Background: an optimization exercise with open tools, aiming at small area. Do not read the settings as production practice. No run shown here included a check of the RTL's function; only the layout flow was run. Power is estimated from default activity; no workload was simulated.

==> flow/design.v <==
module i2c_clock(
	apb_csel, pclk, prst_n, i_clock_en, i_clock_stop,
	i_clk
	);
input [1:0]apb_csel;
input pclk;
input prst_n;
input i_clock_en;
input i_clock_stop;
  output i_clk; 
wire ice_down;
wire ics_down;
wire ice_enable;
wire ics_enable;
wire clear;
wire pre_iclk;
wire [8:0]clock_rate;
reg [1:0] ice_counter;
reg [1:0] ics_counter;
reg [8:0]clock_counter;
reg i_clock_en_pre;
reg i_clock_stop_longer_edge_pre;
assign ice_down = i_clock_en_pre & (~i_clock_en);
assign ics_down = i_clock_stop_longer_edge_pre & (~i_clock_stop);
assign ice_enable = (ice_counter > 0); 
assign ics_enable = (ics_counter > 0);
assign clock_rate = apb_csel[1] ? (apb_csel[0] ? 15 : 125) : (apb_csel[0] ? 50 : 500);
assign pre_iclk = (clock_counter >= clock_rate/2);
assign clear = (clock_counter == clock_rate);
assign i_clk = (ics_enable | ~ice_enable | i_clock_en)?1'b1:pre_iclk;
always @(posedge pclk,negedge prst_n) 
begin
	if(~prst_n) 
	begin 
		i_clock_en_pre <= 1'b0;
		i_clock_stop_longer_edge_pre <= 1'b0;
	end
    else 
	begin 
        i_clock_en_pre <= i_clock_en;
        i_clock_stop_longer_edge_pre <= i_clock_stop;
	end
end
always @(posedge pclk, negedge prst_n)
begin
	if(~prst_n) ice_counter <= 2'b0;
	else 
	begin
	casex({ice_down, ics_down})
		2'b01: ice_counter <= 2'b00;
		2'b11: ice_counter <= 2'b00;
		2'b10: ice_counter <= ice_counter + 1'd1;
		2'b00: ice_counter <= ice_counter;
		default: ice_counter <= ice_counter;
	endcase
	end
end
always @(posedge pclk, negedge prst_n)
begin
	if(~prst_n) ics_counter <= 2'b0;
	else 
	begin
	case({ics_down, ice_down})
		2'b01: ics_counter <= 2'b00;
		2'b11: ics_counter <= 2'b00;
		2'b10: ics_counter <= ics_counter + 1'd1;
		2'b00: ics_counter <= ics_counter;
	default: ics_counter <= ics_counter;
	endcase
	end
end
always @(posedge pclk, negedge prst_n)
begin
	if (~prst_n) clock_counter <= 9'd0;
	else
	begin
		if ((~ice_enable)) 
			clock_counter <= 9'd0;
		else 
			clock_counter <= clock_counter + 9'd1; 
	end 
end
endmodule
module i2c_txff(
  txff_data,
  txff_txnf,
  txff_empty,
  pclk,
  prst_n,
  apb_ctx,
  i_txff_rd,
  apb_data,
  apb_txff_wr);
output [7:0]txff_data;
output txff_txnf;
output txff_empty;
input [7:0] apb_data;
input pclk;
input prst_n;
input apb_ctx;
input i_txff_rd;
input apb_txff_wr;
wire fbit_comp;
wire equal;
wire dt_we_txfifo, dt_re_txfifo;
wire overflow_set;
wire txff_full;
wire txff_txne ;  
wire apb_ctx_up;
reg [4:0]txff_wptr,txff_rptr;
reg [127:0]txff_memory;
reg txff_ov;
reg apb_ctx1;
reg dt_we_txfifo1;
reg dt_we_txfifo2;
reg dt_we_txfifo3;
reg dt_re_txfifo1;
reg dt_re_txfifo2;
reg dt_re_txfifo3;
assign apb_ctx_up = apb_ctx & ~apb_ctx1;
assign fbit_comp 	=  (txff_wptr[4] ^txff_rptr[4]);
assign equal 		= (txff_wptr[3:0] == txff_rptr[3:0]);
assign txff_full 	= fbit_comp & equal;
assign txff_txne 	= ~(~fbit_comp & equal);
assign txff_empty 	= ~fbit_comp & equal;
assign dt_we_txfifo = (~txff_full)& apb_txff_wr;
assign dt_re_txfifo = txff_txne & i_txff_rd;
assign overflow_set = txff_full & dt_we_txfifo;
assign txff_txnf = ~txff_full;
assign txff_data =  txff_memory[txff_rptr[3:0]*8 +: 8];
always @(posedge pclk or negedge prst_n) 
begin
	if(~prst_n)
	txff_memory <= 128'd0;
	else if(dt_we_txfifo|dt_we_txfifo1) 
	txff_memory[txff_wptr[3:0]*8 +: 8] <= apb_data;
end
always @(posedge pclk or negedge prst_n) 
begin
	if(~prst_n) 
		txff_rptr <= 5'd0;
	else if (apb_ctx_up)
		txff_rptr <= 5'd0;
	else begin
		if(dt_re_txfifo3) 
			txff_rptr <= txff_rptr + 5'd1;
        else 
			txff_rptr <= txff_rptr;
	end
end
always @(posedge pclk or negedge prst_n) 
begin
	if(~prst_n) 
		txff_wptr <= 5'd0;
	else begin
	case ({apb_ctx_up,dt_we_txfifo3})
		2'b00:  txff_wptr <= txff_wptr;
		2'b01:  txff_wptr <= txff_wptr + 5'd1;
		2'b10:  txff_wptr <= txff_rptr;
		2'b11:  txff_wptr <= txff_rptr;          
	endcase
	end
end
always @(posedge pclk or negedge prst_n) 
begin
    if(~prst_n)
		txff_ov <= 1'b0; 
    else begin
	case ({overflow_set , dt_re_txfifo})
		2'b00:  txff_ov <= txff_ov;
		2'b01:  txff_ov <= 1'b0;
		2'b10:  txff_ov <= 1'b1;
		2'b11:  txff_ov <= 1'b0;          
	endcase
    end
end    
always @(posedge pclk, negedge prst_n)
begin
	if(~prst_n) begin
	apb_ctx1 <= 1'b0;
	dt_we_txfifo1 <= 1'b0;
	dt_we_txfifo2 <= 1'b0;
	dt_we_txfifo3 <= 1'b0;
	dt_re_txfifo1 <= 1'b0;
	dt_re_txfifo2 <= 1'b0;
	dt_re_txfifo3 <= 1'b0;
	end 
	else begin	
	apb_ctx1 <= apb_ctx;
	dt_we_txfifo1 <= dt_we_txfifo;
	dt_we_txfifo2 <= dt_we_txfifo1;
	dt_we_txfifo3 <= dt_we_txfifo2;
	dt_re_txfifo1 <= dt_re_txfifo;
	dt_re_txfifo2 <= dt_re_txfifo1;
	dt_re_txfifo3 <= dt_re_txfifo2;
	end
end
endmodule
module i2c_rxff(
  rxff_data,
  rxff_rxne,
  rxff_ov,
  pclk,
  prst_n,
  apb_crx,
  i_rxff_wr,
  rxff_din,
  apb_rxff_rd);
output [7:0]rxff_data;
output rxff_rxne;
output reg rxff_ov;
input [7:0] rxff_din;
input   pclk;
input   prst_n;
input   apb_crx;
input   i_rxff_wr;
input   apb_rxff_rd;
wire  fbit_comp;
wire  equal;
wire dt_we_rxfifo, dt_re_rxfifo;
wire overflow_set;
wire rxff_full;
wire rxff_threshold;	
wire apb_crx_up;
reg [4:0]rxff_wptr,rxff_rptr;
reg [127:0]rxff_memory;
reg apb_crx1;
reg dt_we_rxfifo1;
reg dt_we_rxfifo2;
reg dt_we_rxfifo3;
assign dt_we_rxfifo = (~rxff_full)& i_rxff_wr;
assign dt_re_rxfifo = rxff_rxne & apb_rxff_rd;
assign overflow_set = rxff_full & i_rxff_wr;
assign rxff_data =  rxff_memory[rxff_rptr[3:0]*8 +: 8]; 
assign fbit_comp =  (rxff_wptr[4] ^rxff_rptr[4]);
assign equal = (rxff_wptr[3:0] - rxff_rptr[3:0])? 1'b1 : 1'b0; 
assign rxff_full = fbit_comp & equal;
assign rxff_rxne = (~fbit_comp & equal);
assign apb_crx_up = apb_crx & ~apb_crx1;
always @(posedge pclk or negedge prst_n) 
begin
	if(~prst_n)
        rxff_memory <= 128'd0;
	else if(dt_we_rxfifo | dt_we_rxfifo) 
        rxff_memory[rxff_wptr[3:0]*8 +: 8] <= rxff_din;
end
always @(posedge pclk or negedge prst_n) 
begin
    if(~prst_n) 
        rxff_rptr <= 5'd0;
	else if (apb_crx_up)
		rxff_rptr <= 5'd0;
	else begin
		if(dt_re_rxfifo) 
			rxff_rptr <= rxff_rptr + 5'd1;
        else 
			rxff_rptr <= rxff_rptr;
	end
end
always @(posedge pclk or negedge prst_n) 
begin
	if(~prst_n) 
		rxff_wptr <= 5'd0;
	else begin
	case ({apb_crx_up , dt_we_rxfifo3})
		2'b00:  rxff_wptr <= rxff_wptr;
		2'b01:  rxff_wptr <= rxff_wptr + 5'd1;
		2'b10:  rxff_wptr <= rxff_rptr;
		2'b11:  rxff_wptr <= rxff_rptr;          
	endcase
	end
end
always @(posedge pclk or negedge prst_n) 
begin
	if(~prst_n)
		rxff_ov <= 1'b0; 
	else begin
	case ({overflow_set , dt_we_rxfifo})
		2'b00:  rxff_ov <= rxff_ov;
		2'b01:  rxff_ov <= 1'b0;
		2'b10:  rxff_ov <= 1'b1;
		2'b11:  rxff_ov <= 1'b0;          
	endcase
    end
end    
always @(posedge pclk or negedge prst_n)
begin
	if(~prst_n) begin
	apb_crx1 <= 1'b0;
	dt_we_rxfifo1 <= 1'b0;
	dt_we_rxfifo2 <= 1'b0;
	dt_we_rxfifo3 <= 1'b0;
	end else begin
	apb_crx1 <= apb_crx; 
	dt_we_rxfifo1 <= dt_we_rxfifo;
	dt_we_rxfifo2 <= dt_we_rxfifo1;
	dt_we_rxfifo3 <= dt_we_rxfifo2;
	end
end
endmodule
module i2c_apb(
	prst_n		, pclk		, psel		, penable	, pwrite	, paddr		, pwdata, 
	rxff_data	, 	rxff_ov	, i_rx_busy	, i_tx_busy	, rxff_rxne	, txff_txnf	, i_mrs	,
    prdata	, apb_ctx	, apb_crx		, apb_ms		, apb_en, 
	apb_csel, apb_tadd	, apb_txff_wr	, apb_rxff_rd	, i2c_if,
	apb_add	, apb_rw	, apb_sp		, apb_rs		, apb_data
	);
input prst_n;
input pclk;
input psel;
input penable;
input pwrite;
input [7:0] paddr;
input [31:0] pwdata;
input [7:0] rxff_data;
input rxff_ov;
input i_rx_busy;
input i_tx_busy;
input rxff_rxne;
input txff_txnf;
input i_mrs;
output reg [31:0] prdata;
output apb_ctx;
output apb_crx;
output apb_ms;
output apb_en;
output reg [6:0] apb_add;
output apb_rw;
output apb_sp;
output apb_rs;
output reg [7:0] apb_data;
output [1:0]apb_csel;
output reg [6:0] apb_tadd;
output apb_txff_wr;
output apb_rxff_rd;
output i2c_if;
wire apb_oie;
wire apb_tie;
wire apb_rie; 
wire apb_busy;
wire i2c_tf;
wire i2c_rf;
wire i2c_of; 
wire i2c_te;
wire i2c_re; 
wire we;
wire read; 
wire result;
reg con_we;
reg se_we;
reg add_we;
reg com_we;
reg dt_we;
reg ie_we;
reg cd_we;
reg tadd_we;
reg [6:0] apb_con;
reg [1:0] apb_se;
reg [2:0] apb_com;
reg [2:0] apb_ie;
reg [1:0] apb_clk;
assign apb_ctx =  apb_con[0];
assign apb_crx = apb_con[1];
assign apb_ms =  apb_con[2];
assign apb_en = apb_se[0];
assign apb_busy = i_tx_busy | i_rx_busy;
assign apb_rw = apb_com[0];
assign apb_sp = apb_com[1];
assign apb_rs = apb_com[2];
assign apb_csel = apb_clk;
assign apb_rie = apb_ie[1];
assign apb_tie = apb_ie[1];
assign apb_oie = apb_ie[0];
assign apb_txff_wr = dt_we & txff_txnf;
assign read = psel & penable &(~pwrite);
assign result = (paddr[7:0]==8'h2C);
assign apb_rxff_rd =read & result;
assign i2c_te = txff_txnf;
assign i2c_re = rxff_rxne;
assign i2c_tf = apb_tie & i2c_te;
assign i2c_rf = apb_rie & i2c_re;
assign i2c_of = apb_oie & rxff_ov; 
assign i2c_if = i2c_tf | i2c_rf | i2c_of;	   
assign we= psel & pwrite & penable;
always @(*) 
begin
	case(paddr[7:0])
	8'h1C:begin
		con_we= we;
		se_we = 1'b0;
		add_we = 1'b0;
		com_we = 1'b0;
		dt_we = 1'b0;
		ie_we = 1'b0;
		cd_we = 1'b0;
		tadd_we = 1'b0;
	end
	8'h20: begin
		con_we= 1'b0;
		se_we = we;
		add_we = 1'b0;
		com_we = 1'b0;
		dt_we = 1'b0;
		ie_we = 1'b0;
		cd_we = 1'b0;
		tadd_we = 1'b0;
	end
	8'h24: begin
		con_we= 1'b0;
		se_we = 1'b0;
		add_we = we;
		com_we = 1'b0;
		dt_we = 1'b0;
		ie_we = 1'b0;
		cd_we = 1'b0;
		tadd_we = 1'b0;    
	end
	8'h28: begin 
		con_we= 1'b0;
		se_we = 1'b0;
		add_we = 1'b0;
		com_we = we;
		dt_we = 1'b0;
		ie_we = 1'b0;
		cd_we = 1'b0;
		tadd_we = 1'b0;
	end
	8'h2C: begin
		con_we= 1'b0;
		se_we = 1'b0;
		add_we = 1'b0;
		com_we = 1'b0;
		dt_we = we;
		ie_we = 1'b0;
		cd_we = 1'b0;
		tadd_we = 1'b0;
	end
	8'h30: begin
		con_we= 1'b0;
		se_we = 1'b0;
		add_we = 1'b0;
		com_we = 1'b0;
		dt_we = 1'b0;
		ie_we = we;
		cd_we = 1'b0;
		tadd_we = 1'b0;
	end
	8'h3C: begin
		con_we= 1'b0;
		se_we = 1'b0;
		add_we = 1'b0;
		com_we = 1'b0;
		dt_we = 1'b0;
		ie_we = 1'b0;
		cd_we = we;
		tadd_we = 1'b0;
	end
	8'h40: begin
		con_we= 1'b0;
		se_we = 1'b0;
		add_we = 1'b0;
		com_we = 1'b0;
		dt_we = 1'b0;
		ie_we = 1'b0;
		cd_we = 1'b0;
		tadd_we = we;
	end
	default:begin
		con_we= 1'b0;
		se_we = 1'b0;
		add_we = 1'b0;
		com_we = 1'b0;
		dt_we = 1'b0;
		ie_we = 1'b0;
		cd_we = 1'b0;
		tadd_we = 1'b0;
	end
    endcase
end
always @(posedge pclk,negedge prst_n) 
begin
    if(~prst_n) 
		apb_con<= 3'd0;
    else if(con_we) 
		apb_con<= pwdata[2:0];
end
always @(posedge pclk,negedge prst_n) 
begin
    if(~prst_n) 
		apb_se<= 2'd0;
    else if(se_we) 
		apb_se<= pwdata[1:0];
end
always @(posedge pclk,negedge prst_n) 
begin
    if(~prst_n) 
		apb_add<= 7'd0;
    else if(add_we) 
		apb_add<= pwdata[6:0];
end
always @(posedge pclk,negedge prst_n) 
begin
    if(~prst_n) 
		apb_com<= 3'd0;
    else if (i_mrs)
		apb_com[2] <= 1'b0;
	else if(com_we) 
		apb_com<= pwdata[2:0];
end
always @(posedge pclk,negedge prst_n) 
begin
	if(~prst_n)
		apb_data<= 8'd0;
	else if(dt_we) 
		apb_data<= pwdata[7:0];
end
always @(posedge pclk,negedge prst_n) 
begin
    if(~prst_n) 
		apb_ie<= 3'd0;
    else if(ie_we) 
		apb_ie<= pwdata[2:0];
end
always @(posedge pclk,negedge prst_n) 
begin
    if(~prst_n) 
		apb_clk<= 2'd0;
    else if(cd_we) 
		apb_clk<= pwdata[1:0];
end
always @(posedge pclk,negedge prst_n) 
begin
    if(~prst_n) 
		apb_tadd<= 7'd0;
    else if(tadd_we) 
		apb_tadd<= pwdata[6:0];
end
always @(*) 
begin
	casez(paddr[7:0])
		8'h1C:prdata={25'd0,apb_con[6:0]};
		8'h20:prdata={27'd0,apb_busy,rxff_rxne,txff_txnf,apb_se[1:0]};
		8'h24:prdata={25'd0,apb_add[6:0]};
		8'h28:prdata={29'd0,apb_com[2:0]};
		8'h2C:prdata={24'd0,rxff_data[7:0]};
		8'h30:prdata={29'd0,apb_ie[2:0]};
		8'h34:prdata={29'd0,i2c_re,i2c_te,rxff_ov};
		8'h38:prdata={29'd0,i2c_tf,i2c_rf,i2c_of};
		8'h3C:prdata={25'd0,apb_clk[1:0]};
		8'h40:prdata={25'd0,apb_tadd[6:0]};
		default: prdata = 32'd0;
    endcase
end
endmodule  
module i2c_interface(	
	pclk, prst_n, i_clk, txff_data, apb_en, apb_ms, apb_sp, 
	apb_rs, apb_rw,	apb_add, apb_tadd, apb_csel, rxff_ov,txff_empty,
	i_rx_busy, i_tx_busy, i_txff_rd, i_rxff_wr, rxff_din, 
	i_clock_en, i_clock_stop, i_mrs, scl_o, scl_oe, sda_o, sda_oe, scl_i, sda_i
	);
parameter 	
    M_IDLE 		   = 3'b000,
	M_FIRSTBYTE = 3'b001,
	M_RECEIVE   = 3'b010,
	M_TRANSMIT 	= 3'b011,
	S_IDLE 		   = 3'b100,
	S_FIRSTBYTE = 3'b101,
	S_RECEIVE 	 = 3'b110,
	S_TRANSMIT 	= 3'b111;
input pclk;				 
input prst_n;			 
input i_clk;			 
input [7:0]txff_data;	 
input apb_en;			 
input apb_ms;			 
input apb_sp;			 
input apb_rs;			 
input apb_rw;			 
input [1:0]apb_csel;			 
input [6:0]apb_add;		 
input [6:0]apb_tadd;	 
input rxff_ov;
input txff_empty;
output i_rx_busy;		 
output i_tx_busy;		 
output i_txff_rd;		 
output i_rxff_wr;		 
output [7:0]rxff_din;	 
output i_clock_en;		 
output i_mrs;			 
output i_clock_stop;	 
output sda_o;			 
output sda_oe;			 
output scl_o;			 
output scl_oe;			 
input sda_i;			 
input scl_i;			 
wire scl_up;			 
wire scl_down;			 
wire sda_down;			 
wire sda_up;			 
wire bc_down_complete;	 
wire bc_up_complete;	 
wire bcd0;				 
wire bcd9;				 
wire bcu0;				 
wire bcu9;				 
wire [31:0] one_cycle;	 
wire [31:0] two_cycle;	 
wire apb_ms_up;			 
wire apb_ms_down;		 
wire s_fsm_idle;		 
wire s_fsm_firstbyte;	 
wire s_fsm_receive;		 
wire s_fsm_transmit;	 
reg [7:0] s_init_value; 
wire s_tx_shift_en;		 
wire s_rx_shift_en;		 
wire s_r;				 
wire s_w;				 
wire s_right_addr;		 
wire s_rx_busy;			 
wire s_tx_busy;			 
wire s_start;			 
wire s_stop;			 
wire s_ack_ok;			 
wire start_complete;	 
wire ack_return;		 
wire s_stop_detect;		 
wire s_rs_detect;		 
wire m_fsm_firstbyte;	 
wire m_fsm_receive;		 
wire m_fsm_transmit;	 
wire [7:0] m_init_value; 
wire m_tx_shift_en;		 
wire m_rx_shift_en;		 
wire m_r;				 
wire m_w;				 
wire m_rx_busy;			 
wire m_tx_busy;			 
wire m_ack_ok;			 
wire m_rs_interval;		 
wire m_restart;			 
wire rs_clr;			 
wire mrs_one;			 
wire mrs_one_down;		 
wire mrs_three_down;		 
wire mrs_two;			 
wire mrs_three;			 
wire m_stop;			 
wire m_stop_up;			 
wire ics_en;			 
wire ics_clr;			 
wire hiz;				 
wire m_hiz;				 
wire s_hiz;				 
wire zero;				 
wire one;				 
wire ics_one;
wire ics_two;
wire ics_three;
wire sda = sda_i;		 
wire scl = scl_i;		 
wire [31:0] clock_rate;
wire s_firstbyte_to_idle;
reg [3:0]bc_down;		 
reg [3:0]bc_up;			 
reg [15:0]m_start_count; 
reg [15:0]rs_count;		 
reg [7:0]rx_shift_data;	 
reg [8:0]tx_shift_data;	 
reg [2:0]cur_state;		 
reg [2:0]next_state;	 
reg [7:0]byte_count;	 
reg [31	:0]ics_counter;	 
reg [10:0]s_scl_counter; 
reg [10:0]s_cd;			 
reg [10:0]bcd9_counter;	 
reg [4:0]ics_enable; 	 
reg scl1;				 
reg sda1;				 
reg mrs2, mrs3;			 
reg apb_ms1;
reg apb_ms2; 
reg apb_ms3;
reg m_stop1;
reg mrs_one1;
reg mrs_one2;
reg mrs_three1;
reg mrs_three2;
reg s_r1;
reg s_w1;
reg m_r1;
reg m_w1;
assign scl_down 		= ~scl & scl1;
assign scl_up 			= scl & ~scl1;
assign sda_down 		= ~sda & sda1;
assign sda_up 			= sda & ~sda1; 
assign clock_rate = apb_csel[1] ? (apb_csel[0] ? 15 : 125) : (apb_csel[0] ? 50 : 500);
assign one_cycle 	= clock_rate;
assign two_cycle 	= 2 * clock_rate;
assign bcd0 		= (bc_down ==0);
assign bcd9 		= (bc_down ==9);
assign bcu0 		= (bc_up ==0);
assign bcu9 		= (bc_up ==9);
assign bc_up_complete 	= bcu9;
assign bc_down_complete = bcd9;
assign apb_ms_down 		= ~apb_ms & apb_ms3;
assign apb_ms_up		= apb_ms & ~apb_ms3;
assign mrs_one_down 	= ~mrs_one & mrs_one2;
assign mrs_three_down 	= ~mrs_three & mrs_three2;
assign s_start 			= scl & sda_down & ~apb_ms;
assign s_stop 			= scl & sda_up & ~apb_ms;
assign i_rxff_wr 		= (m_fsm_receive | s_fsm_receive) & (bc_up == 8) & scl_down;
assign i_txff_rd		= ~txff_empty & (((s_fsm_firstbyte & rx_shift_data[0]) | (s_fsm_transmit | ((m_fsm_transmit |m_fsm_firstbyte) & ~apb_rw)))& scl_up & (bc_down == 8)) ;
assign m_ack_ok 		= scl_up & bcd0 ? ((~(~sda & (m_fsm_transmit | m_fsm_firstbyte))) & ~m_fsm_receive) : 1'b1;
assign s_ack_ok 		= s_fsm_transmit & scl_up & ~sda & bcd0;
assign m_r				= apb_rw & ~m_ack_ok;
assign m_w				= ~apb_rw & ~m_ack_ok;
assign s_right_addr 	= (byte_count != 0) & s_fsm_firstbyte & (rx_shift_data[7:1] == apb_add[6:0]);
assign s_r				= s_right_addr & (bcu9) & ~rx_shift_data[0] & (byte_count != 0) ; 	 
assign s_w				= s_right_addr & (bcu9) & rx_shift_data[0] & (byte_count != 0);		 
assign m_tx_shift_en 	= scl_down & (m_fsm_firstbyte | m_fsm_transmit) & ~(bc_up == 8);
assign m_rx_shift_en	= scl_up & m_fsm_receive & ~( bcd0 | bcd9);
assign s_tx_shift_en 	= scl_down & (s_fsm_firstbyte | s_fsm_transmit) & ~(bc_up == 8);
assign s_rx_shift_en 	= scl_up & (s_fsm_firstbyte | s_fsm_receive) & ~(bc_up == 8);
always @(posedge pclk or negedge prst_n)
begin
 if (~prst_n)
	s_init_value	<= 8'd0;
 else if (bc_up==6)
	s_init_value 	<=  txff_data[7:0] ;
	else 
	s_init_value 	<=	s_init_value;
end
assign m_init_value		= (m_fsm_firstbyte &(byte_count==0)) ? {apb_tadd [6:0]  , apb_rw } : txff_data [7:0] ;
assign m_stop 			= apb_ms & ~apb_sp & bcd0 & (byte_count !=0);
assign m_stop_up 		= m_stop & ~m_stop1;
assign ics_en 	 		= m_stop_up | (m_ack_ok & scl_up & bcd0 & (m_fsm_firstbyte | m_fsm_transmit)) ;
assign ics_one 			= (ics_counter >0) & (ics_counter < one_cycle);
assign ics_two 			= (ics_counter >0) & (ics_counter < two_cycle);
assign ics_three		= (ics_counter >0) & (ics_counter < one_cycle * 3);
assign m_rs_interval	= apb_rs & bcd0;
assign m_restart		= m_rs_interval & ~mrs3;
assign i_mrs	= mrs_three_down;
assign rs_clr			= rs_count == (one_cycle *3+4);
assign mrs_one 			= (rs_count >0) & (rs_count < one_cycle);
assign mrs_two 			= (rs_count >0) & (rs_count < two_cycle);
assign mrs_three		= (rs_count >0) & (rs_count < (one_cycle*3)+1 );
assign i_tx_busy 		= s_tx_busy | m_tx_busy;
assign i_rx_busy 		= s_rx_busy | m_rx_busy;
assign start_complete	= (m_start_count == (2 * clock_rate) );
assign i_clock_en		= ((m_start_count >= 1) & (m_start_count <= one_cycle)) | (mrs_three & ~mrs_two);
assign i_clock_stop		= apb_ms & (ics_counter == one_cycle) | mrs_one_down;
assign ics_clr 			= ics_counter == (one_cycle * 3);
assign s_rs_detect 		= (bcd9_counter > s_cd);
assign s_stop_detect = ~apb_ms & (bcd9_counter == (s_cd*5)>>2);
assign ack_return 	= ics_one | (((bcd0 | bcd9) & ~s_rs_detect  & (s_fsm_firstbyte | s_fsm_receive | (apb_sp & m_fsm_receive & (byte_count!=1)))) | ((s_fsm_transmit|s_fsm_receive)&(byte_count==1)));
assign s_firstbyte_to_idle		= (bcd0 & scl_up) &(~s_right_addr | s_ack_ok);
assign rxff_din 		= rx_shift_data[7:0];
assign m_tx_busy	= ~cur_state[2] & cur_state[0];
assign m_rx_busy	= ~cur_state[2] & cur_state[1] & ~cur_state[0];
assign m_fsm_receive	= ~cur_state[2] & cur_state[1] & ~cur_state[0];
assign m_fsm_firstbyte	= ~cur_state[2] & ~cur_state[1] & cur_state[0];
assign m_fsm_transmit	= ~cur_state[2] & cur_state[1] & cur_state[0];
assign s_tx_busy	= cur_state[2] & cur_state[1] & cur_state[0];
assign s_rx_busy	= cur_state[2] & (cur_state[1] ^ cur_state[0]);
assign s_fsm_idle	= cur_state[2] & ~cur_state[1] & ~cur_state[0];
assign s_fsm_receive	= cur_state[2] & cur_state[1] & ~cur_state[0];
assign s_fsm_firstbyte	= cur_state[2] & ~cur_state[1] & cur_state[0];
assign s_fsm_transmit	= cur_state[2] & cur_state[1] & cur_state[0];
assign hiz 		=  m_hiz | s_hiz;
assign m_hiz 	=  apb_ms & ((m_fsm_receive & (~(bcd0 | bcd9) | (bcu0 & (byte_count==1)))) | ((m_fsm_firstbyte | m_fsm_transmit) & (bcd0 | bcd9)) |mrs_one_down);
assign s_hiz 	= ~apb_ms & ((s_rs_detect & ~apb_ms)	| s_fsm_idle | ((s_fsm_receive | s_fsm_firstbyte) & (~(bcd0 | bcd9) | (byte_count ==0))) | (s_fsm_transmit & (bcd0 | bcd9 | byte_count==1)));
assign zero		= (ack_return & ~rxff_ov) | ((i_clock_en  | (~ics_one & ics_two ) | (mrs_one | mrs_three_down) )& apb_ms);
assign one		= (apb_ms &ics_three & ~ics_two)  | (ack_return &  rxff_ov) | (apb_ms & mrs_two & ~mrs_one) ;
assign scl_oe		= apb_ms | ~prst_n | rxff_ov;
assign scl_o		= apb_ms ? i_clk : ~prst_n;
assign sda_oe		= one | zero | ~hiz;
assign sda_o		= one ? 1'b1 : (zero  ? 1'b0 : tx_shift_data[8]);
always @(posedge pclk or negedge prst_n)
begin
	if(~prst_n) cur_state <= M_IDLE;
	else if (~apb_en) begin
		if (apb_ms) cur_state <= M_IDLE;
		else cur_state <= S_IDLE;
	end
	else if (apb_ms_up)		cur_state <= M_IDLE;
	else if (apb_ms_down) 	cur_state <= S_IDLE;
	else cur_state <= next_state;
end
always @(*)
begin
	case (cur_state)
		M_IDLE: 
			if (apb_sp) next_state <= M_FIRSTBYTE;
			else next_state <= cur_state;
		M_FIRSTBYTE:
			if(m_w1 )			next_state <= M_TRANSMIT;
			else if(m_r1 )	next_state <= M_RECEIVE;
			else if (bcd0 & scl_up & m_ack_ok)
							next_state <= M_IDLE;
			else 			next_state <= cur_state;
		M_TRANSMIT:
			if(ics_enable[4])next_state <= M_IDLE;
			else if(i_clock_stop)	
							next_state <= M_IDLE;
			else 			next_state <= cur_state;
		M_RECEIVE:
			if(m_stop)		next_state <= M_IDLE;
			else if(i_clock_stop)	
							next_state <= M_IDLE;
			else 		next_state <= cur_state;
		S_IDLE:
			if(s_start) next_state <= S_FIRSTBYTE;
			else next_state <= cur_state;
		S_FIRSTBYTE:
			if(s_w1)		next_state <= S_TRANSMIT;
			else if(s_r1)	next_state <= S_RECEIVE;
			else if (s_firstbyte_to_idle)
							next_state <= S_IDLE;
			else 			next_state <= cur_state;
		S_TRANSMIT:
			if(s_start)		next_state <= S_FIRSTBYTE;
			else if((~s_ack_ok & scl_up & bcd0) | s_stop)	
							next_state <= S_IDLE;
			else 			next_state <= cur_state;
		S_RECEIVE:
			if(s_stop)		next_state <= S_IDLE;
			else if(s_start)	
							next_state <= S_FIRSTBYTE;
			else 		next_state <= cur_state;
	endcase
end
always @(posedge pclk or negedge prst_n)
begin
	if(~prst_n) 
		bc_up 		<= 4'b0;
	else begin
		case ({scl_up , bc_up_complete})
			2'b00: 	bc_up <= bc_up;
			2'b01: 	bc_up <= 4'b0;
			2'b10: 	bc_up <= bc_up + 4'd1;
			2'b11: 	bc_up <= 4'b0;
			default:bc_up <= bc_up;
		endcase
	end
end
always @(posedge pclk or negedge prst_n)
begin
	if(~prst_n) 
		bc_down		<= 4'b0;
	else begin
		case ({scl_down , bc_down_complete})
			2'b00: 	bc_down <= bc_down;
			2'b01: 	bc_down <= 4'b0;
			2'b10: 	bc_down <= bc_down + 4'd1;
			2'b11: 	bc_down <= 4'b0;
			default:bc_down <= bc_down;
		endcase
	end
end
always @(posedge pclk or negedge prst_n)
begin
	if(~prst_n)
		byte_count <= 8'b0;
	else begin
		case ({((bc_up==0)&scl_down) , (ics_en | m_restart | s_start)})
			2'b00: 	byte_count <= byte_count;
			2'b01: 	byte_count <= 8'b0;
			2'b10: 	byte_count <= byte_count + 8'd1;
			2'b11: 	byte_count <= 8'b0;
			default:byte_count <= byte_count;
		endcase
	end
end
always @(posedge pclk or negedge prst_n)
begin
	if(~prst_n)
		s_scl_counter <= 10'b0;
	else begin
		if (scl_up) s_scl_counter  <= 10'b0;
		else s_scl_counter <= s_scl_counter + 10'd1;
	end
end
always @(posedge pclk or negedge prst_n)
begin
	if(~prst_n)
		s_cd <= 10'b0;
	else begin
		if (scl_up) s_cd  <= s_scl_counter;
	end
end
always @(posedge pclk or negedge prst_n)
begin
	if(~prst_n)
		m_start_count <= 16'b0;
	else begin
		case ({apb_sp , start_complete })
			2'b00: 	m_start_count <= 16'b0;
			2'b01: 	m_start_count <= m_start_count;
			2'b10: 	m_start_count <= m_start_count + 1'd1;
			2'b11: 	m_start_count <= m_start_count;
			default:m_start_count <= m_start_count;
		endcase
	end
end
always @(posedge pclk or negedge prst_n)
begin
	if(~prst_n)
		rs_count <= 16'b0;
	else begin
		case ({m_restart , rs_clr | (~apb_rs & bc_down>2)})
			2'b00: 	rs_count <= rs_count + 1'd1;
			2'b01: 	rs_count <= rs_count;
			2'b10: 	rs_count <= 16'b0;
			2'b11: 	rs_count <= 16'b0;
			default:rs_count <= rs_count;
		endcase
	end
end
always @(posedge pclk or negedge prst_n)
begin
	if(~prst_n)
		bcd9_counter <= 10'b0;
	else begin
		case ({scl_down, s_stop_detect})
			2'b00: 	bcd9_counter <= bcd9_counter + 1'b1;
			2'b01: 	bcd9_counter <= bcd9_counter;
			2'b10: 	bcd9_counter <= 1'b0;
			2'b11: 	bcd9_counter <= 1'b0;
			default:bcd9_counter <= bcd9_counter;
		endcase
	end
end
always @(posedge pclk or negedge prst_n)
begin
	if(~prst_n)
		ics_counter <= 10'b0;
	else begin
		case ({ics_en, (ics_clr | apb_sp) & byte_count!=0 })
			2'b00: 	ics_counter <= ics_counter + 1'b1;
			2'b01: 	ics_counter <= ics_counter;
			2'b10: 	ics_counter <= 1'b0;
			2'b11: 	ics_counter <= 1'b0;
			default:ics_counter <= ics_counter;
		endcase
	end
end
always @(posedge pclk or negedge prst_n)
begin
	if(~prst_n)
		rx_shift_data <= 8'd0;
	else if(m_rx_shift_en | s_rx_shift_en)
		rx_shift_data <= { rx_shift_data[6:0] , sda};	
end
always @(posedge pclk or negedge prst_n)
begin
	if(~prst_n)
		tx_shift_data <= {9{1'b1}};	
	else 
	begin
		if(apb_ms)
		begin
			case ({(bc_down_complete | (m_fsm_firstbyte &(byte_count==0)) | m_restart)  , m_tx_shift_en})
			2'b00: 	tx_shift_data <= tx_shift_data;
			2'b01: 	tx_shift_data <= { tx_shift_data[7:0] , 1'b1 };
			2'b10: 	tx_shift_data <= {1'b1,m_init_value};
			2'b11: 	tx_shift_data <= { tx_shift_data[7:0] , 1'b1 };
			default:tx_shift_data <= tx_shift_data;
		endcase
		end
		else
		begin
			case ({bc_up_complete , s_tx_shift_en})
			2'b00: 	tx_shift_data <= tx_shift_data;
			2'b01: 	tx_shift_data <= {tx_shift_data[7:0] , 1'b1};
			2'b10: 	tx_shift_data <= s_init_value;
			2'b11: 	tx_shift_data <= s_init_value;
			default:tx_shift_data <= tx_shift_data;
		endcase
		end
	end
end
always @(posedge pclk)
begin
if (~prst_n)
	begin
		scl1 		<= 1'b0;
		sda1 		<= 1'b0;
		m_stop1 	<= 1'b0;
		mrs2 		<= 1'b0;
		mrs3 		<= 1'b0;
		apb_ms1		<= 1'b0;
		apb_ms2		<= 1'b0;
		apb_ms3		<= 1'b0;
		ics_enable[0]		<= 1'b0;
		ics_enable[1]		<= 1'b0;
		ics_enable[2]		<= 1'b0;
		ics_enable[3]		<= 1'b0;
		ics_enable[4]		<= 1'b0;
		mrs_one1	<= 1'b0;
		mrs_one2	<= 1'b0;
		mrs_three1	<= 1'b0;
		mrs_three2	<= 1'b0;
		s_r1		<= 1'b0;
		s_w1		<= 1'b0;
		m_r1		<= 1'b0;
		m_w1		<= 1'b0;
	end
	else begin
		scl1 		<= scl;
		sda1 		<= sda;
		m_stop1 	<= m_stop;
		mrs2 		<= m_rs_interval;
		mrs3 		<= mrs2;
		apb_ms1		<= apb_ms;
		apb_ms2		<= apb_ms1;
		apb_ms3		<= apb_ms2;
		ics_enable[0]		<= i_clock_stop;
		ics_enable[1]		<= ics_enable[0];
		ics_enable[2]		<= ics_enable[1];
		ics_enable[3]		<= ics_enable[2];
		ics_enable[4]		<= ics_enable[3];
		mrs_one1	<= mrs_one;
		mrs_one2	<= mrs_one1;
		mrs_three1	<= mrs_three;
		mrs_three2	<= mrs_three1;
		s_r1		<= s_r;
		s_w1		<= s_w;
		m_r1		<= m_r;
		m_w1		<= m_w;
	end
end
endmodule
module i2c_core ( 
   prdata, i2c_if,
   sda_o, sda_oe, scl_o, scl_oe, sda_i, scl_i,
   pwrite, pwdata, psel, prst_n, penable, pclk, paddr
   );
input [7:0]		paddr;			 
input			pclk;			 
input			penable;		 
input			prst_n;			 
input			psel;			 
input [31:0]		pwdata;			 
input			pwrite;			 
output			i2c_if;			 
output [31:0]		prdata;			 
output sda_o, sda_oe, scl_o, scl_oe;
input sda_i, scl_i;
wire [6:0]		apb_add;		 
wire			apb_crx;		 
wire [1:0]		apb_csel;		 
wire			apb_ctx;		 
wire [7:0]		apb_data;		 
wire			apb_en;			 
wire			apb_ms;			 
wire			apb_rs;			 
wire			apb_rw;			 
wire			apb_rxff_rd;		 
wire			apb_sp;			 
wire [6:0]		apb_tadd;		 
wire			apb_txff_wr;		 
wire			i_clk;			 
wire			i_clock_en;		 
wire			i_clock_stop;		 
wire			i_mrs;			 
wire			i_rx_busy;		 
wire			i_rxff_wr;		 
wire			i_tx_busy;		 
wire			i_txff_rd;		 
wire [7:0]		rxff_data;		 
wire [7:0]		rxff_din;		 
wire			rxff_ov;		 
wire			rxff_rxne;		 
wire [7:0]		txff_data;		 
wire			txff_empty;		 
wire			txff_txnf;		 
i2c_interface 	ii( 
		   .i_rx_busy		(i_rx_busy),
		   .i_tx_busy		(i_tx_busy),
		   .i_txff_rd		(i_txff_rd),
		   .i_rxff_wr		(i_rxff_wr),
		   .rxff_din		(rxff_din[7:0]),
		   .i_clock_en		(i_clock_en),
		   .i_mrs		(i_mrs),
		   .i_clock_stop	(i_clock_stop),
		   .sda_o		(sda_o),
		   .sda_oe		(sda_oe),
		   .scl_o		(scl_o),
		   .scl_oe		(scl_oe),
		   .sda_i		(sda_i),
		   .scl_i		(scl_i),
		   .pclk		(pclk),
		   .prst_n		(prst_n),
		   .i_clk		(i_clk),
		   .txff_data		(txff_data[7:0]),
		   .apb_en		(apb_en),
		   .apb_ms		(apb_ms),
		   .apb_sp		(apb_sp),
		   .apb_rs		(apb_rs),
		   .apb_rw		(apb_rw),
		   .apb_csel		(apb_csel[1:0]),
		   .apb_add		(apb_add[6:0]),
		   .apb_tadd		(apb_tadd[6:0]),
		   .rxff_ov		(rxff_ov),
		   .txff_empty		(txff_empty));
i2c_apb			ia( 
			   .prdata		(prdata[31:0]),
			   .apb_ctx		(apb_ctx),
			   .apb_crx		(apb_crx),
			   .apb_ms		(apb_ms),
			   .apb_en		(apb_en),
			   .apb_add		(apb_add[6:0]),
			   .apb_rw		(apb_rw),
			   .apb_sp		(apb_sp),
			   .apb_rs		(apb_rs),
			   .apb_data		(apb_data[7:0]),
			   .apb_csel		(apb_csel[1:0]),
			   .apb_tadd		(apb_tadd[6:0]),
			   .apb_txff_wr		(apb_txff_wr),
			   .apb_rxff_rd		(apb_rxff_rd),
			   .i2c_if		(i2c_if),
			   .prst_n		(prst_n),
			   .pclk		(pclk),
			   .psel		(psel),
			   .penable		(penable),
			   .pwrite		(pwrite),
			   .paddr		(paddr[7:0]),
			   .pwdata		(pwdata[31:0]),
			   .rxff_data		(rxff_data[7:0]),
			   .rxff_ov		(rxff_ov),
			   .i_rx_busy		(i_rx_busy),
			   .i_tx_busy		(i_tx_busy),
			   .rxff_rxne		(rxff_rxne),
			   .txff_txnf		(txff_txnf),
			   .i_mrs		(i_mrs));
i2c_rxff		ir( 
			   .rxff_data		(rxff_data[7:0]),
			   .rxff_rxne		(rxff_rxne),
			   .rxff_ov		(rxff_ov),
			   .rxff_din		(rxff_din[7:0]),
			   .pclk		(pclk),
			   .prst_n		(prst_n),
			   .apb_crx		(apb_crx),
			   .i_rxff_wr		(i_rxff_wr),
			   .apb_rxff_rd		(apb_rxff_rd));
i2c_txff		it( 
			   .txff_data		(txff_data[7:0]),
			   .txff_txnf		(txff_txnf),
			   .txff_empty		(txff_empty),
			   .apb_data		(apb_data[7:0]),
			   .pclk		(pclk),
			   .prst_n		(prst_n),
			   .apb_ctx		(apb_ctx),
			   .i_txff_rd		(i_txff_rd),
			   .apb_txff_wr		(apb_txff_wr));
i2c_clock		ic( 
			   .i_clk		(i_clk),
			   .apb_csel		(apb_csel[1:0]),
			   .pclk		(pclk),
			   .prst_n		(prst_n),
			   .i_clock_en		(i_clock_en),
			   .i_clock_stop	(i_clock_stop));
endmodule  
==> flow/run.sh <==
#!/bin/bash
# synth_recipe.tcl (not shown) runs the flow's synth.tcl, then flattens the netlist and writes it again
# the make line also repeats each setting of config.mk as NAME=value (left out here)
make -C /OpenROAD-flow-scripts/flow DESIGN_CONFIG=/design/flow/config.mk WORK_HOME=/design/flow/orfs CLKGATE_MAP_FILE= SYNTH_SCRIPT=/design/flow/synth_recipe.tcl finish
==> flow/config.mk <==
export PLATFORM = sky130hd
export DESIGN_NAME = i2c_core
export DESIGN_NICKNAME = i2c_core
export VERILOG_FILES = /design/flow/design.v
export SDC_FILE = /design/flow/constraint.sdc
export NUM_CORES = 4
export LEC_CHECK = 0
export CAP_MARGIN = 20
export CORE_MARGIN = 2
export CORE_UTILIZATION = 40
export PLACE_DENSITY = 0.6
export SLEW_MARGIN = 20
==> flow/constraint.sdc <==
create_clock -name core_clock -period 10.0 [get_ports {pclk}]
set_input_delay 2.0000 -clock core_clock [delete_from_list [all_inputs] [get_ports {pclk}]]
set_output_delay 2.0000 -clock core_clock [all_outputs]
set_load 0.01 [all_outputs]
==> summary.txt, run 1 <==
STA
  – Final total negative setup slack: 0 ns
  – RSZ-0062 raised after global routing: false
  – Setup-failing EPs final: 0
  – Min Tclk post-route: 7.83 ns
  – Max Slew Vio Count: 0
  – Max Freq: 128 MHz
  – Hold Vio Cnt, Final: 0
  – Least-Margin Pin Slew: 1.13 ns
  – Clock Skew: 0.0372 ns
  – Final period util: 78.3%
  – Slew HR: 24.5%

Cells and area
  – Most frequent cells in the layout: 468 x dfrtp_1, 212 x mux2_2, 177 x nand2_1
  – Layout net count: 2535
  – Commonest non-fill, non-tap cell in the layout: dfrtp_1
  – ANT cells: 0
  – Area of the multi-input gates: 13700 um2
  – Ratio of cells with drive above 1 in the final layout: 19.2%
  – Number of fill cells: 6211
  – Reg area: 12400 um2
  – Synth-to-layout area growth: 11.1%

Clock tree
  – H-tree levels: 2
  – CTS max path bufs: 3
  – Clock sinks: 500
  – Cts hold-fix bufs: 0
  – Post-CTS Setup Repair Bufs: 0
  – Clock buffer count from CTS: 56
  – TritonCTS clock tree: built
  – Clock latency (worst-skew pair): 0.63 ns
  – Post-CTS sizing: 0
  – Reg clk slew, reported paths: 0.06 ns
  – Clk root buf: clkbuf_16

Run
  – Max_cap viols: 0

Setup path
  – Worst Setup Start Kind: register
  – CP endpoint kind: primary output
  – R2r endpoint: ii.ics_counter[30]
  – FF-to-FF setup slack: 5.14 ns
  – Max incr delay on CP: 0.78 ns
  – Critical path arrival: 5.83 ns
  – Reg2reg path depth: 12
  – Kind of critical path: reg -> out
  – CP Cell Sequence: inv_1, ha_1, a311oi_1, xor2_1, ha_1, nand2_1, o21ai_0, a31oi_1, a21boi_0, a211o_1, o21ai_1, a311o_1, clkdlybuf4s50_1
  – Worst EP required: 8.00 ns
  – CP max stage cell: dfrtp_1
  – Crit path from: ia.apb_clk[1]
  – CP dominant cell by count: ha_1
  – Worst-path maximum fanout: 15
  – Critical path capture point: sda_o
  – Worst r2r src: ia.apb_clk[1]

Global routing
  – Total GRT Usage: 19.2%
  – Pin count of the biggest net entering global routing: 95
  – First-pass GRT wire length: 108 mm
  – Vias in the first global route: 19246
  – Total grt overflow: 0
  – Initial antenna violation count: 1

Routing
  – WL/cell: 20.4 um
  – Via count: 18964
  – Via density: 5.78
  – Post-detailed-route count of antenna-violating nets: 0
  – Final wirelength: 66.8 mm
  – DRC viols: 0
  – Drt first-iter violations: 1281
  – Pre-antenna DRT Iters: 5

Synth
  – Synth async-reset ratio: 95.8%
  – Seq cells post-synth: 500
  – Synth warn: 5
  – Largest family of logic cells by synthesized area: multiplexers
  – Adder-Cell Fraction of Synth Area: 5.82%
  – Xor/xnor share of the synthesized area: 4.53%
  – Post-synthesis sequential area ratio: 46.0%
  – Mux contribution to synthesized area: 15.9%
  – Ys flop type: dfrtp_1
  – Complex-gate fraction of the synthesized area: 10.6%
  – Synthesized area: 27000 um2
  – Post-synthesis simple-gate area fraction: 13.5%
  – Post-synthesis cell type count: 94
  – Post-synth EDFFs: 0
  – Cells after Synth: 2377
  – Avg Cell Area, Syn: 11.4 um2

Die
  – I/O pins: 84
  – Core Box Area: 67000 um2
  – Die Wd: 264 um
  – Full die area: 69600 um2
  – Row count: 95
  – DIE HEIGHT: 264 um
  – Initial Utilization: 40.3%

Min path
  – Worst hold path class: reg -> reg

Run status
  – Status: finished clean

Power and ir drop
  – Pwr Total: 5.10 mW
  – Power per cell area: 170 nW/um2
  – LEAKAGE: 13.3 nW
  – Worst vdd ir: 0.136 mV

Place
  – Port bufs: 35
  – GP Congestion: 0.888
  – Hpwl dp: 45.4 mm
state kept, by name, summed over array words and instances (netlist names), 4 cells and up:
signal and flops:
ii.s_cd 11, ii.s_init_value 8, ir.rxff_memory 128, ii.ics_counter 32, ii.tx_shift_data 9, it.txff_rptr 5, ii.ics_enable 5, ii.s_scl_counter 11
ic.clock_counter 9, ii.bc_down 4, it.txff_wptr 5, ia.apb_data 8, ii.rx_shift_data 8, ii.byte_count 8, ii.bcd9_counter 11, ii.m_start_count 16
ii.rs_count 16, ia.apb_add 7, ii.bc_up 4, ia.apb_tadd 7, ir.rxff_rptr 5, ir.rxff_wptr 5, it.txff_memory 128
how the worst min path moves through the flow:
stage	startpoint	to	slack, ns	cells after the start
final	ir.dt_we_rxfifo1	ir.dt_we_rxfifo2	0.35	0
after global routing	ir.dt_we_rxfifo2	ir.dt_we_rxfifo3	0.36	0
after CTS	ir.dt_we_rxfifo1	ir.dt_we_rxfifo2	0.35	0
after detailed placement	ir.dt_we_rxfifo1	ir.dt_we_rxfifo2	0.33	0
after global placement	ir.dt_we_rxfifo1	ir.dt_we_rxfifo2	0.33	0
after floorplan	ir.dt_we_rxfifo1	ir.dt_we_rxfifo2	0.33	0
synthesized netlist by cell type, types with 21 or more instances:
master	n	share of area, %
nand4_1	39	0.90
buf_4	25	0.70
nand2b_1	22	0.51
nand2_1	177	2.5
mux4_2	80	6.7
nand3_1	78	1.4
and3_1	22	0.51
clkbuf_1	89	1.2
a32o_1	98	3.6
and2_1	21	0.49
dfxtp_1	21	1.6
or3_1	22	0.51
xnor2_1	52	1.7
a21oi_1	50	0.93
o21ai_0	97	1.8
mux2_2	212	8.8
nor2_1	161	2.2
ha_1	124	5.7
inv_1	75	1.0
nor3_1	27	0.50
nor2b_1	32	0.74
dfrtp_1	470	44
xor2_1	85	2.8
per-layer routing:
| metal | vias to the layer above | track usage (%) | share of wire [%] |
|---|---|---|---|
| met2 | 450 | 31.1 | 47 |
| met5 | - | 0 | 0.015 |
| li1 | 8703 | - | - |
| met4 | 2 | 5.39 | 2.0 |
| met3 | 80 | 2.60 | 4.8 |
| met1 | 9729 | 27.0 | 46 |
per-stage QoR:
stage                     hold slack [ns]  utilization, %  instances  setup slack, ns  instance area [um2]
final                               0.347            44.7       3280             2.17                30000
after global routing                0.355            44.7       3280             1.85                30000
after CTS                           0.348            44.7       3280             2.20                30000
after detailed placement            0.335            41.8       3178             2.90                28000
after global placement              0.333            41.8       3178             2.91                28000
after floorplan                     0.331               -       2401             4.71                27100
critical path: cells and delay by family, from the launching register on:
family	cells	cell delay, ns
fa+ha+maj	2	0.77
buf+inv	2	1.05
xor+xnor	1	0.15
simple gates	1	0.07
compound gates	7	2.36
flops	1	0.78
cells by family (layout without fill, tap and decap cells):
family	after synthesis	count (layout)
flip-flops	500	500
multiplexers	303	303
XOR/XNOR	138	138
adder cells (fa/ha/maj)	125	125
AO/OA/AOI/OAI	385	385
AND/OR/NAND/NOR	696	696
other	1	25
buffers and inverters	229	235
power breakdown:
part           switching (mW)  total [mW]  leakage [nW]  internal [mW]
Clock                   0.874        2.12         0.917           1.25
Sequential              0.173        2.29          6.75           2.12
Combinational           0.402       0.689          5.64          0.287
cell type report:
cell class / count / share of cell area [%]
tap: 873 / 3.64
inverter: 75 / 0.939
timing repair buffer: 58 / 1.77
multi-input combinational: 1672 / 45.8
clock inverter: 29 / 1.32
sequential: 500 / 41.4
clock buffer: 73 / 5.12
==> run 2, diff against run 1 <==
--- a/flow/config.mk
+++ b/flow/config.mk
@@ -9,4 +9,6 @@
 export CORE_MARGIN = 2
 export CORE_UTILIZATION = 40
+export CTS_BUF_LIST = sky130_fd_sc_hd__clkbuf_4
+export CTS_CLUSTER_SIZE = 30
 export PLACE_DENSITY = 0.6
 export SLEW_MARGIN = 20
==> summary.txt, run 2 <==
Cells and area
  – Biggest regs: ir.rxff_memory (128), it.txff_memory (128), ii.ics_counter (32)
  – Final instance area: 30000 um2
  – Synth-to-layout area growth: 10.9%
  – Most frequent cells in the layout: 468 x dfrtp_1, 212 x mux2_2, 212 x clkbuf_4
  – Layout net count: 2621
  – Number of fill cells: 6329
  – Commonest non-fill, non-tap cell in the layout: dfrtp_1
  – Ratio of cells with drive above 1 in the final layout: 23.4%

Power and ir drop
  – Sequential power share: 46.7%
  – P_sw: 1.50 mW
  – Power per cell area: 164 nW/um2
  – Worst vdd ir: 0.103 mV
  – Comb power frac: 14.0%
  – Internal power: 3.40 mW
  – LEAKAGE: 13.5 nW
  – Clock group share of total power: 39.2%
  – Switching Share: 30.7%

Synth
  – Ys flop type: dfrtp_1
  – Top-area cell type share of the netlist area: 43.6%
  – Seq cells post-synth: 500
  – Avg Cell Area, Syn: 11.4 um2
  – Synthesized area: 27000 um2
  – Leading area contributor after synthesis: dfrtp_1
  – Synth async-reset ratio: 95.8%
  – Cell with the most instances after synthesis: dfrtp_1
  – Area contributors post-synth: dfrtp_1 44%, mux2_2 8.8%, mux4_2 6.7%, ha_1 5.7%, a32o_1 3.6%
  – Post-synth EDFFs: 0
  – Cells after Synth: 2377
  – Post-synthesis cell type count: 94
  – Synth warn: 5
  – Post-synth top cells: 470 x dfrtp_1, 212 x mux2_2, 177 x nand2_1
  – Post-synthesis sequential area ratio: 46.0%

Clock tree
  – CTS max path bufs: 3
  – Clock buffer count from CTS: 142
  – Cts hold-fix bufs: 0
  – Post-CTS sizing: 0
  – Post-CTS Setup Repair Bufs: 0
  – H-tree levels: 4
  – Clock sinks: 500
  – Reg clk slew, reported paths: 0.07 ns
  – TritonCTS clock tree: built
  – Clk root buf: clkbuf_4
  – Clock latency (worst-skew pair): 1.00 ns

Setup path
  – Critical path arrival: 6.20 ns
  – CP endpoint kind: primary output
  – Worst EP required: 8.00 ns
  – Worst-path maximum fanout: 15
  – Worst Setup Start Kind: register
  – Kind of critical path: reg -> out

Die
  – Core Box Area: 67000 um2
  – Row count: 95
  – Initial Utilization: 40.3%
  – I/O pins: 84
  – DIE HEIGHT: 264 um
  – Die Wd: 264 um
  – Full die area: 69600 um2

Routing
  – DRC viols: 0
  – Via density: 5.69
  – Via count: 19564
  – Drt first-iter violations: 1336
  – Final wirelength: 67.6 mm
  – WL/cell: 19.7 um
  – Post-detailed-route count of antenna-violating nets: 0
  – Pre-antenna DRT Iters: 5

Place
  – Placed cell area: 28000 um2
  – GP Congestion: 0.888
  – Hpwl dp: 45.4 mm
  – Port bufs: 35

Global routing
  – Total grt overflow: 0
  – First-pass GRT wire length: 109 mm
  – Met2 Use GR: 31.1%
  – Met3 GRT Util: 4.17%
  – Pin count of the biggest net entering global routing: 95
  – Global routing's busiest layer: met2
  – Global routing usage on met1: 26.5%
  – Vias in the first global route: 20036
  – Initial antenna violation count: 4
  – Total GRT Usage: 19.7%

Run
  – Max_cap viols: 0

STA
  – Max Freq: 122 MHz
  – RSZ-0062 raised after global routing: false
  – Least-Margin Pin Slew: 1.10 ns
  – Min Tclk post-route: 8.20 ns
  – Setup-failing EPs final: 0
  – Slew HR: 26.7%
  – Final period util: 82.0%
  – Clock Skew: 0.0748 ns
  – Hold Vio Cnt, Final: 0
  – Final total negative setup slack: 0 ns
  – Max Slew Vio Count: 0

Min path
  – Worst hold path class: reg -> reg

Run status
  – Status: finished clean
[run 2: path summary, 6_finish.rpt]
kind / start / end / slack (ns) / depth (start not counted)
worst max-delay path: ia.apb_clk[1] / sda_o / 1.80 / 13
worst min-delay path: it.dt_we_txfifo2 / it.dt_we_txfifo3 / 0.33 / 0
worst max register to register: ia.apb_clk[1] / ii.ics_counter[28] / 5.10 / 12
worst min register to register: it.dt_we_txfifo2 / it.dt_we_txfifo3 / 0.33 / 0
max in group asynchronous: prst_n / ir.rxff_memory[84] / 6.80 / 3
min in group asynchronous: prst_n / it.txff_memory[22] / 0.98 / 1
[run 2: kinds of logic (layout without fill, tap and decap cells)]
family / Yosys count / count (layout) / synth area share (%)
muxes: 303 / 303 / 15.9
xor gates and xnor gates: 138 / 138 / 4.53
and+or+nand+nor: 696 / 696 / 13.5
other: 1 / 33 / 0.0139
buffers and inverters: 229 / 383 / 3.62
adders and majority gates: 125 / 125 / 5.82
DFF: 500 / 500 / 46.0
AOI/OAI and AO/OA: 385 / 385 / 10.6
[run 2: metal layers]
| metal | part of all wire [%] | vias up |
|---|---|---|
| met1 | 45 | 9898 |
| met5 | 0.036 | - |
| met2 | 47 | 571 |
| met3 | 5.4 | 121 |
| met4 | 2.4 | 4 |
| li1 | - | 8970 |
[run 2: power groups by stage]
stage	Clock (mW)	Sequential, mW	Combinational [mW]
after global routing	2.12	2.31	0.791
after global placement	0	2.32	0.665
after detailed placement	0	2.33	0.689
after floorplan	0	2.23	0.560
final	1.92	2.29	0.688
after CTS	2.00	2.29	0.693
[run 2: area by class of cell]
type | count | area [um2] | share of cell area, %
Inverter | 75 | 282 | 0.940
Multi-Input combinational cell | 1672 | 13700 | 45.9
Timing Repair Buffer | 58 | 532 | 1.78
Clock buffer | 212 | 1590 | 5.31
Sequential cell | 500 | 12400 | 41.5
Antenna cell | 8 | 20.0 | 0.0668
Clock inverter | 38 | 282 | 0.940
Tap cell | 873 | 1090 | 3.65
[run 2: through the flow]
step                total power, mW  std cells  hold slack (ns)  utilization [%]  setup WS (ns)
finish                         4.90       3436            0.329             44.7           1.80
global placement               2.98       3178            0.333             41.8           2.91
detailed placement             3.01       3178            0.335             41.8           2.90
global route                   5.22       3435            0.345             44.7           1.42
floorplan                      2.79       2401            0.331                -           4.71
CTS                            4.98       3428            0.334             44.6           1.79
[run 2: critical path: stages (launching register included)]
cell and delay, ns:
dfrtp_1 0.78, inv_1 0.45, ha_1 0.45, a311oi_1 0.80, xor2_1 0.15, ha_1 0.33, nand2_1 0.05, o21ai_0 0.15
a31oi_1 0.16, a21boi_0 0.69, a211o_1 0.18, o21ai_1 0.07, a311o_1 0.40, clkdlybuf4s50_1 0.51
==> run 3, diff against run 2 <==
--- a/flow/config.mk
+++ b/flow/config.mk
@@ -9,6 +9,6 @@
 export CORE_MARGIN = 2
 export CORE_UTILIZATION = 40
-export CTS_BUF_LIST = sky130_fd_sc_hd__clkbuf_4
-export CTS_CLUSTER_SIZE = 30
+export CTS_BUF_LIST = sky130_fd_sc_hd__clkbuf_8
+export CTS_CLUSTER_SIZE = 20
 export PLACE_DENSITY = 0.6
 export SLEW_MARGIN = 20
==> summary.txt, run 3 <==
Setup path
  – Worst r2r src: ia.apb_clk[1]
  – Reg2reg path depth: 12
  – Buf/Inv on CP: 2
  – Crit path from: ia.apb_clk[1]
  – Worst-path maximum fanout: 15
  – CP delay by family, top: compound AO/OA/AOI/OAI gates
  – CP max stage cell: dfrtp_1
  – CP Cell Sequence: ha_1, inv_1, a311oi_1, xor2_1, ha_1, nand2_1, o21ai_0, a31oi_1, a21boi_0, a211o_1, o21ai_1, a311o_1, clkdlybuf4s50_1
  – R2r endpoint: ii.ics_counter[30]
  – CP endpoint kind: primary output
  – FF-to-FF setup slack: 5.17 ns
  – CP dominant cell by count: ha_1
  – Worst EP required: 8.00 ns
  – Critical path arrival: 5.91 ns
  – Max incr delay on CP: 0.78 ns
  – Worst Setup Start Kind: register
  – Kind of critical path: reg -> out

Power and ir drop
  – Clock group share of total power: 39.5%
  – Comb power frac: 14.0%
  – P_sw: 1.47 mW
  – LEAKAGE: 13.5 nW
  – Switching Share: 29.8%
  – Power per cell area: 165 nW/um2
  – Worst vdd ir: 0.121 mV
  – Internal power: 3.46 mW
  – Sequential power share: 46.5%

STA
  – Final period util: 79.1%
  – Clock Skew: 0.0528 ns
  – Max Freq: 126 MHz
  – Max Slew Vio Count: 0
  – Final total negative setup slack: 0 ns
  – Setup-failing EPs final: 0
  – Least-Margin Pin Slew: 1.10 ns
  – Min Tclk post-route: 7.91 ns
  – Hold Vio Cnt, Final: 0
  – RSZ-0062 raised after global routing: false
  – Slew HR: 26.3%

Synth
  – Leading area contributor after synthesis: dfrtp_1
  – Post-synthesis cell type count: 94
  – Seq cells post-synth: 500
  – Post-synth top cells: 470 x dfrtp_1, 212 x mux2_2, 177 x nand2_1
  – Synth async-reset ratio: 95.8%
  – Post-synth EDFFs: 0
  – Avg Cell Area, Syn: 11.4 um2
  – Synth warn: 5
  – Top-area cell type share of the netlist area: 43.6%
  – Cells after Synth: 2377
  – Area contributors post-synth: dfrtp_1 44%, mux2_2 8.8%, mux4_2 6.7%, ha_1 5.7%, a32o_1 3.6%
  – Synthesized area: 27000 um2
  – Post-synthesis sequential area ratio: 46.0%
  – Ys flop type: dfrtp_1
  – Cell with the most instances after synthesis: dfrtp_1

Cells and area
  – Biggest regs: ir.rxff_memory (128), it.txff_memory (128), ii.ics_counter (32)
  – Ratio of cells with drive above 1 in the final layout: 20.1%
  – Most frequent cells in the layout: 468 x dfrtp_1, 212 x mux2_2, 177 x nand2_1
  – Synth-to-layout area growth: 10.8%
  – Finished Core Util: 44.6%
  – Commonest non-fill, non-tap cell in the layout: dfrtp_1
  – Layout net count: 2567

Die
  – Full die area: 69600 um2
  – I/O pins: 84
  – Die Wd: 264 um
  – Initial Utilization: 40.3%
  – Core Box Area: 67000 um2
  – DIE HEIGHT: 264 um
  – Row count: 95

Routing
  – Via density: 5.77
  – DRC viols: 0
  – Drt first-iter violations: 1428
  – Pre-antenna DRT Iters: 6
  – WL/cell: 20.1 um
  – Via count: 19264
  – Post-detailed-route count of antenna-violating nets: 0
  – Final wirelength: 67.3 mm

Global routing
  – Pin count of the biggest net entering global routing: 95
  – Vias in the first global route: 19619
  – Initial antenna violation count: 3
  – Global routing's busiest layer: met2
  – Total GRT Usage: 19.4%
  – Met3 GRT Util: 3.55%
  – Total grt overflow: 0
  – Met2 Use GR: 30.9%
  – First-pass GRT wire length: 108 mm
  – Global routing usage on met1: 26.9%

Clock tree
  – CTS max path bufs: 3
  – Reg clk slew, reported paths: 0.06 ns
  – Post-CTS Setup Repair Bufs: 0
  – Clock buffer count from CTS: 88
  – Post-CTS sizing: 0
  – Cts hold-fix bufs: 0
  – H-tree levels: 3
  – Clk root buf: clkbuf_8
  – TritonCTS clock tree: built
  – Clock sinks: 500
  – Clock latency (worst-skew pair): 0.71 ns

Place
  – GP Congestion: 0.888
  – Hpwl dp: 45.4 mm
  – Port bufs: 35

Min path
  – Hold path endpoint: it.dt_we_txfifo3
  – Hold path cells: 0
  – Hold Startpoint: it.dt_we_txfifo2
  – Worst hold path class: reg -> reg

Run status
  – Status: finished clean

Run
  – Max_cap viols: 0
==> run 3: cell counts after synthesis <==
No cell type changed its count.
==> run 3: final cells by class <==
class | instances | area [um2]
diodes | 2 | 5.00
clock buffers | 112 | 1540
clock inverters | 48 | 309
fillers | 6269 | 37100
inverters | 75 | 282
multi-input cells | 1672 | 13700
flip-flops and latches | 500 | 12400
well taps | 873 | 1090
repair buffers | 58 | 532
==> run 3: through the flow <==
| step | cell area [um2] | cells | hold WS [ns] | power [mW] | setup slack (ns) |
|---|---|---|---|---|---|
| 6_report | 29900 | 3340 | 0.347 | 4.93 | 2.09 |
| 5_1_grt | 29900 | 3339 | 0.356 | 5.20 | 1.77 |
| 4_1_cts | 29900 | 3338 | 0.348 | 4.99 | 2.14 |
| 3_5_place_dp | 28000 | 3178 | 0.335 | 3.01 | 2.90 |
| 3_3_place_gp | 28000 | 3178 | 0.333 | 2.98 | 2.91 |
| 2_1_floorplan | 27100 | 2401 | 0.331 | 2.79 | 4.71 |
==> run 3: worst max-delay path by stage <==
stage	slack, ns	cells after the start	end
2_1_floorplan	4.71	6	prdata[1]
3_3_place_gp	2.91	13	sda_o
3_5_place_dp	2.90	13	sda_o
4_1_cts	2.14	13	sda_o
5_1_grt	1.77	13	sda_o
6_report	2.09	13	sda_o
==> run 3: cell families (layout without fill, tap and decap cells) <==
family | count (synthesis) | in the layout | share of synthesized area, %
AND/OR/NAND/NOR | 696 | 696 | 13.5
flip-flops | 500 | 500 | 46.0
AO/OA/AOI/OAI | 385 | 385 | 10.6
multiplexers | 303 | 303 | 15.9
buffers and inverters | 229 | 293 | 3.62
XOR/XNOR | 138 | 138 | 4.53
adder cells (fa/ha/maj) | 125 | 125 | 5.82
other | 1 | 27 | 0.0139
==> run 3: layer usage <==
layer  routed length, um  share of wire, %  up-vias
met3                3490               5.2      123
met5                  26             0.039        -
met4                1640               2.4        4
li1                    -                 -     8790
met2               31500                47      519
met1               30600                45     9828
==> run 3: power by group through the flow <==
stage	combinational (mW)	clock, mW	sequential, mW
6_report	0.688	1.95	2.29
5_1_grt	0.793	2.10	2.32
4_1_cts	0.694	2.00	2.29
3_5_place_dp	0.689	0	2.33
3_3_place_gp	0.665	0	2.32
2_1_floorplan	0.560	0	2.23

afterwards: timing with drivers on the ports:
How much do the figures lean on ideal ports? The routed layouts below were timed once more, with nothing changed but the port constraints.
Step 1: set_driving_cell puts a clkbuf_16 on pclk and a buf_2 on each other input, an assumption about the parent block.
Step 2 times the ports against the registers' clock, not the clock port: input delays grow and output delays shrink by t, the midpoint of the rising clock arrivals with the driver on.
Three values: ideal ports, drivers, drivers and shift; two values: the first two.
| run | t (ns) | setup slack, ns | hold slack, ns | clock arrival spread, ns |
|---|---|---|---|---|
| run 1 | 0.680 | 2.169 / 2.113 / 2.793 | 0.347 / 0.347 / 0.347 | 0.071 / 0.071 |
| run 2 | 1.034 | 1.796 / 1.740 / 2.774 | 0.329 / 0.329 / 0.329 | 0.106 / 0.106 |
| run 3 | 0.738 | 2.087 / 2.032 / 2.770 | 0.347 / 0.347 / 0.347 | 0.063 / 0.062 |
After both steps every run listed still meets setup and hold.
